From an optimization exercise on the open Yosys and OpenROAD flow, aimed at small area, a short achievable clock period and few clock cycles; shortcuts taken in it are not production practice.
No activity file was given, so power comes from the tool's default toggle rates.

== main ==
==> flow/design.v <==
`timescale 1ns / 1ps
module seq_core(
    input              rst,    
    input              clk,
    output reg [(10)-1:0] pc,
    input  [(16)-1:0] instruction,
    output             read,
    output             write,
    output [(10)-1:0] address,
    input  [(32)-1:0] data_in,
    output [(32)-1:0] data_out,
    output             halted
);
integer k;
reg [31:0] rf [0:7];
reg [7:0]  rvalid;
reg        e_valid;
reg        e_pred;             
reg [9:0]  e_pc1;              
reg [7:0]  e_ir;
reg [2:0]  e_cc;
reg [31:0] A, B;
reg [7:0]  e_wen;              
reg        e_halt, e_load, e_store, e_jmp, e_jmpr, e_jc, e_jrc;
reg        e_sub, e_shl, e_shr, e_ashr, e_arith, e_loadc;
reg [3:0]  e_lut;              
reg        h_r;
wire [31:0] sum = A + (B ^ {32{e_sub}}) + {31'd0, e_sub};
reg  [31:0] lres;
always @(*) for (k = 0; k < 32; k = k + 1) lres[k] = e_lut[{A[k], B[k]}];
reg  [31:0] sh_in;
always @(*) for (k = 0; k < 32; k = k + 1) sh_in[k] = e_shl ? B[31-k] : B[k];
wire        sh_fill = e_ashr & B[31];
wire [63:0] sh_ext  = {{32{sh_fill}}, sh_in};
wire [31:0] sh_r    = e_ir[5] ? {32{sh_fill}} : sh_ext[e_ir[4:0] +: 32];
reg  [31:0] sh_rev;
always @(*) for (k = 0; k < 32; k = k + 1) sh_rev[k] = sh_r[31-k];
wire [31:0] result = ({32{e_load}}  & data_in)
                   | ({32{e_loadc}} & {A[23:0], e_ir[7:0]})
                   | ({32{e_shr}}   & sh_r)
                   | ({32{e_shl}}   & sh_rev)
                   | lres
                   | ({32{e_arith}} & sum);
reg cond;
always @(*) begin
    case (e_cc)
        3'b000:  cond = A[31];
        3'b001:  cond = ~A[31];
        3'b010:  cond = (A == 32'd0);
        3'b011:  cond = (A != 32'd0);
        default: cond = 1'b0;
    endcase
end
wire       e_rel    = e_jmpr | e_jrc;
wire       taken    = e_jmp | e_jmpr | ((e_jc | e_jrc) & cond);
wire       redirect = e_valid & (taken ^ e_pred);
wire [9:0] e_pcrel  = e_pc1 + {4'd0, e_ir[5:0]} - 10'd1;
wire [9:0] r_tgt    = ~taken ? e_pc1 : e_rel ? e_pcrel : B[9:0];
wire       stop     = h_r | (e_valid & e_halt);
assign read     = e_valid & e_load;
assign write    = e_valid & e_store;
assign address  = e_load ? B[9:0] : A[9:0];
assign data_out = B;
assign halted   = stop;
wire [6:0] op      = instruction[15:9];
wire       i_load  = (op[6:2] == 5'b00111);
wire       i_loadc = (op[6:2] == 5'b01000);
wire       i_store = (op[6:2] == 5'b01001);
wire       i_alu   = (op >= 7'd1) && (op <= 7'd10);
wire       i_shift = (op >= 7'd11) && (op <= 7'd13);
wire       i_jmp   = (op[6:3] == 4'b0101);
wire       i_jc    = (op[6:3] == 4'b0111);
wire       i_shl   = (op == 7'd13);
wire       a_108 = (op[6:4] == 3'b010);
wire       a_86  = (op[6:4] == 3'b011) | (op[6:4] == 3'b100);
wire       a_53  = ~a_108 & ~a_86;
wire [7:0] a1h   = ({8{a_108}} & (8'd1 << instruction[10:8]))
                 | ({8{a_53}}  & (8'd1 << instruction[5:3]))
                 | ({8{a_86}}  & (8'd1 << instruction[8:6]));
wire       b_86  = i_shift;
wire [2:0] didx = (i_alu | i_shift) ? instruction[8:6] : instruction[10:8];
wire       we   = i_alu | i_shift | i_load | i_loadc;
wire [7:0] b1h  = b_86 ? (8'd1 << instruction[8:6]) : (8'd1 << instruction[2:0]);
wire       abyp = (a_108 & e_wen[instruction[10:8]])
                | (a_53  & e_wen[instruction[5:3]])
                | (a_86  & e_wen[instruction[8:6]]);
wire       bbyp = b_86 ? e_wen[instruction[8:6]] : e_wen[instruction[2:0]];
reg [31:0] ra, rb;
always @(*) begin
    ra = 32'd0;
    rb = 32'd0;
    for (k = 0; k < 8; k = k + 1) begin
        ra = ra | ({32{a1h[k] & rvalid[k]}} & rf[k]);
        rb = rb | ({32{b1h[k] & rvalid[k]}} & rf[k]);
    end
end
wire [31:0] a_in = abyp ? result : ra;
wire       f_pred = (i_jmp | (i_jc & instruction[9] & ~instruction[11])) & ~bbyp;
wire       go     = ~redirect & ~stop;
wire [9:0] pc_inc = pc + 10'd1;
always @(posedge clk) begin
    for (k = 0; k < 8; k = k + 1)
        if (e_wen[k]) rf[k] <= result;
end
always @(posedge clk) begin
    e_pc1   <= pc_inc;
    e_ir    <= instruction[7:0];
    e_cc    <= instruction[11:9];
    A       <= a_in;
    B       <= bbyp ? result : rb;
    e_pred  <= f_pred;
    e_halt  <= (op == 7'h7f);
    e_load  <= i_load;
    e_store <= i_store;
    e_jmp   <= i_jmp;
    e_jmpr  <= (op[6:3] == 4'b0110);
    e_jc    <= i_jc;
    e_jrc   <= (op[6:3] == 4'b1000);
    e_sub   <= (op == 7'd3) | (op == 7'd4);
    e_shl   <= i_shl;
    e_shr   <= (op == 7'd11) | (op == 7'd12);
    e_ashr  <= (op == 7'd12);
    e_arith <= (op >= 7'd1) && (op <= 7'd4);
    e_loadc <= i_loadc;
    case (op)
        7'd5:    e_lut <= 4'b1000;    
        7'd6:    e_lut <= 4'b1110;    
        7'd7:    e_lut <= 4'b0110;    
        7'd8:    e_lut <= 4'b0111;    
        7'd9:    e_lut <= 4'b0001;    
        7'd10:   e_lut <= 4'b1001;    
        default: e_lut <= 4'b0000;
    endcase
    if (1'b0 == rst) begin
        pc      <= 10'd0;
        rvalid  <= 8'd0;
        e_valid <= 1'b0;
        e_wen   <= 8'd0;
        h_r     <= 1'b0;
    end else begin
        rvalid  <= rvalid | e_wen;
        h_r     <= stop;
        e_valid <= go;
        e_wen   <= (go & we) ? (8'd1 << didx) : 8'd0;
        if (redirect)    pc <= r_tgt;
        else if (f_pred) pc <= rb[9:0];
        else             pc <= pc_inc;
    end
end
endmodule
==> flow/config.mk <==
export PLATFORM = sky130hd
export DESIGN_NAME = seq_core
export DESIGN_NICKNAME = seq_core
export VERILOG_FILES = /design/flow/design.v
export SDC_FILE = /design/flow/constraint.sdc
export NUM_CORES = 4
export LEC_CHECK = 0
export CAP_MARGIN = 20
export CORE_MARGIN = 2
export CORE_UTILIZATION = 40
export PLACE_DENSITY = 0.6
export SETUP_SLACK_MARGIN = 5
export SLEW_MARGIN = 20
==> flow/constraint.sdc <==
create_clock -name core_clock -period 8.5 [get_ports {clk}]
set_input_delay 1.7000 -clock core_clock [delete_from_list [all_inputs] [get_ports {clk}]]
set_output_delay 1.7000 -clock core_clock [all_outputs]
set_load 0.01 [all_outputs]
standard.sh (not shown) runs the stock make flow with config.mk's settings and CLKGATE_MAP_FILE= SYNTH_SCRIPT=/design/flow/synth_recipe.tcl, a recipe that flattens the netlist after the stock synthesis.
==> flow/flow/run.sh <==
#!/bin/bash
# The standard ORFS layout, with plain buffers on the ports instead of the
# default delay-cell buffers, and a clock tree of clkbuf_8 without dummy loads.
set -euo pipefail
bash standard.sh 'BUFFER_PORTS_ARGS=-buffer_cell sky130_fd_sc_hd__buf_2' \
  'CTS_ARGS=-sink_clustering_enable -repair_clock_nets -dont_use_dummy_load -buf_list sky130_fd_sc_hd__clkbuf_8' \
  finish > standard.log 2>&1
main: flow completed, timing, DRC and antenna clean
--- input diff main..the feature branch ---
==> flow/design.v, changed modules only <==
module seq_core(
    input              rst,    
    input              clk,
    output reg [(10)-1:0] pc,
    input  [(16)-1:0] instruction,
    output             read,
    output             write,
    output [(10)-1:0] address,
    input  [(32)-1:0] data_in,
    output [(32)-1:0] data_out,
    output             halted
);
integer k;
reg [31:0] rf [0:7];
reg [7:0]  rvalid;
reg        e_valid;
reg        e_pred;             
reg [9:0]  e_pc1;              
reg [7:0]  e_ir;
reg [2:0]  e_cc;
reg [31:0] A, B;
reg [7:0]  e_wen;              
reg        e_halt, e_load, e_store, e_jmp, e_jmpr, e_jc, e_jrc;
reg        e_sub, e_shl, e_shr, e_ashr, e_arith, e_loadc;
reg [3:0]  e_lut;              
reg        h_r;
wire [31:0] sum = A + (B ^ {32{e_sub}}) + {31'd0, e_sub};
reg  [31:0] lres;
always @(*) for (k = 0; k < 32; k = k + 1) lres[k] = e_lut[{A[k], B[k]}];
reg  [31:0] sh_in;
always @(*) for (k = 0; k < 32; k = k + 1) sh_in[k] = e_shl ? A[31-k] : A[k];
wire        sh_fill = e_ashr & A[31];
wire [63:0] sh_ext  = {{32{sh_fill}}, sh_in};
wire [31:0] sh_r    = e_ir[5] ? {32{sh_fill}} : sh_ext[e_ir[4:0] +: 32];
reg  [31:0] sh_rev;
always @(*) for (k = 0; k < 32; k = k + 1) sh_rev[k] = sh_r[31-k];
wire [31:0] result = ({32{e_load}}  & data_in)
                   | ({32{e_loadc}} & {A[23:0], e_ir[7:0]})
                   | ({32{e_shr}}   & sh_r)
                   | ({32{e_shl}}   & sh_rev)
                   | lres
                   | ({32{e_arith}} & sum);
reg cond;
always @(*) begin
    case (e_cc)
        3'b000:  cond = A[31];
        3'b001:  cond = ~A[31];
        3'b010:  cond = (A == 32'd0);
        3'b011:  cond = (A != 32'd0);
        default: cond = 1'b0;
    endcase
end
wire       e_rel    = e_jmpr | e_jrc;
wire       taken    = e_jmp | e_jmpr | ((e_jc | e_jrc) & cond);
wire       redirect = e_valid & (taken ^ e_pred);
wire [9:0] e_pcrel  = e_pc1 + {4'd0, e_ir[5:0]} - 10'd1;
wire [9:0] r_tgt    = ~taken ? e_pc1 : e_rel ? e_pcrel : B[9:0];
wire       stop     = h_r | (e_valid & e_halt);
assign read     = e_valid & e_load;
assign write    = e_valid & e_store;
assign address  = A[9:0];
assign data_out = B;
assign halted   = stop;
wire [6:0] op      = instruction[15:9];
wire       i_load  = (op[6:2] == 5'b00111);
wire       i_loadc = (op[6:2] == 5'b01000);
wire       i_store = (op[6:2] == 5'b01001);
wire       i_alu   = (op >= 7'd1) && (op <= 7'd10);
wire       i_shift = (op >= 7'd11) && (op <= 7'd13);
wire       i_jmp   = (op[6:3] == 4'b0101);
wire       i_jc    = (op[6:3] == 4'b0111);
wire       i_shl   = (op == 7'd13);
wire       i_r86 = i_shift | (op[6:3] == 4'b0111) | (op[6:3] == 4'b1000);
wire [7:0] a1h   = ({8{i_load}}           & (8'd1 << instruction[2:0]))
                 | ({8{i_loadc | i_store}} & (8'd1 << instruction[10:8]))
                 | ({8{i_alu}}            & (8'd1 << instruction[5:3]))
                 | ({8{i_r86}}            & (8'd1 << instruction[8:6]));
wire [2:0] didx = (i_alu | i_shift) ? instruction[8:6] : instruction[10:8];
wire       we   = i_alu | i_shift | i_load | i_loadc;
wire [7:0] b1h  = 8'd1 << instruction[2:0];
wire       abyp = |(a1h & e_wen);
wire       bbyp = |(b1h & e_wen);
reg [31:0] ra, rb;
always @(*) begin
    ra = 32'd0;
    rb = 32'd0;
    for (k = 0; k < 8; k = k + 1) begin
        ra = ra | ({32{a1h[k] & rvalid[k]}} & rf[k]);
        rb = rb | ({32{b1h[k] & rvalid[k]}} & rf[k]);
    end
end
wire [31:0] a_in = abyp ? result : ra;
wire       f_pred = (i_jmp | (i_jc & instruction[9] & ~instruction[11])) & ~bbyp;
wire       go     = ~redirect & ~stop;
wire [9:0] pc_inc = pc + 10'd1;
always @(posedge clk) begin
    for (k = 0; k < 8; k = k + 1)
        if (e_wen[k]) rf[k] <= result;
end
always @(posedge clk) begin
    e_pc1   <= pc_inc;
    e_ir    <= instruction[7:0];
    e_cc    <= instruction[11:9];
    A       <= a_in;
    B       <= bbyp ? result : rb;
    e_pred  <= f_pred;
    e_halt  <= (op == 7'h7f);
    e_load  <= i_load;
    e_store <= i_store;
    e_jmp   <= i_jmp;
    e_jmpr  <= (op[6:3] == 4'b0110);
    e_jc    <= i_jc;
    e_jrc   <= (op[6:3] == 4'b1000);
    e_sub   <= (op == 7'd3) | (op == 7'd4);
    e_shl   <= i_shl;
    e_shr   <= (op == 7'd11) | (op == 7'd12);
    e_ashr  <= (op == 7'd12);
    e_arith <= (op >= 7'd1) && (op <= 7'd4);
    e_loadc <= i_loadc;
    case (op)
        7'd5:    e_lut <= 4'b1000;    
        7'd6:    e_lut <= 4'b1110;    
        7'd7:    e_lut <= 4'b0110;    
        7'd8:    e_lut <= 4'b0111;    
        7'd9:    e_lut <= 4'b0001;    
        7'd10:   e_lut <= 4'b1001;    
        default: e_lut <= 4'b0000;
    endcase
    if (1'b0 == rst) begin
        pc      <= 10'd0;
        rvalid  <= 8'd0;
        e_valid <= 1'b0;
        e_wen   <= 8'd0;
        h_r     <= 1'b0;
    end else begin
        rvalid  <= rvalid | e_wen;
        h_r     <= stop;
        e_valid <= go;
        e_wen   <= (go & we) ? (8'd1 << didx) : 8'd0;
        if (redirect)    pc <= r_tgt;
        else if (f_pred) pc <= rb[9:0];
        else             pc <= pc_inc;
    end
end
endmodule
==> results.txt <==
Relative to main, the worst-skew pair later-pin latency of the feature branch is higher by 0.04 ns. When the final numbers for the feature branch and main were put side by side, the number of DRC markers after the initial detailed-route iteration turned out to be greater in the feature branch. Looking at the feature branch and main, the initial cell density of the core is a wash. The feature branch ended up with a lower worst hold slack than main did. Sort the feature branch and main by final net count asc -> top: the feature branch. There was hardly any difference in clock distribution power between main and the feature branch. Compared with main, in the feature branch total vias in the final route decreased by 3.0% relative to the old numbers, final clock skew increased by 0.080 ns relative to the old numbers, utilization decreased by 1.0 points relative to the old numbers, count of mapped cells out of synthesis decreased by 2.5% relative to the old numbers. Looking at wire length of the first global-routing pass across the feature branch and main, the one that comes out lower is the feature branch. The feature branch against main: clock share of power has increased, total power consumption of the routed design has decreased.
Function was not checked in any run of this note: the RTL went through the layout flow alone.

[re-timing with driven ports]
The results above use ideal ports. As a check the final layouts listed here were re-extracted and re-timed, cells and wires unchanged.
Step 1 sets driving cells, clkbuf_16 on the clock port and buf_2 on the other inputs (assumed; they add their load-dependent delay and slew).
Step 2 also shifts input and output timing later by t, the mid clock arrival at the registers, as if the neighbouring blocks saw the same clock.
a / b / c = ideal ports / drivers / drivers and shift; a / b = the first two.
| run | shift t [ns] | setup WS [ns] | hold WS [ns] | worst setup path after step 2 | latest minus earliest clock arrival (ns) |
|---|---|---|---|---|---|
| main | 0.688 | 4.953 / 4.953 / 4.282 | 0.472 / 0.472 / 0.472 | input to register | 0.037 / 0.037 |
| the feature branch | 0.699 | 4.941 / 4.951 / 4.252 | 0.469 / 0.469 / 0.469 | input to register | 0.116 / 0.116 |
After both steps setup and hold are still met in every run listed. The setup slack of the feature branch, which loses most, moves by +0.010 ns with the drivers and by -0.689 ns with both steps.
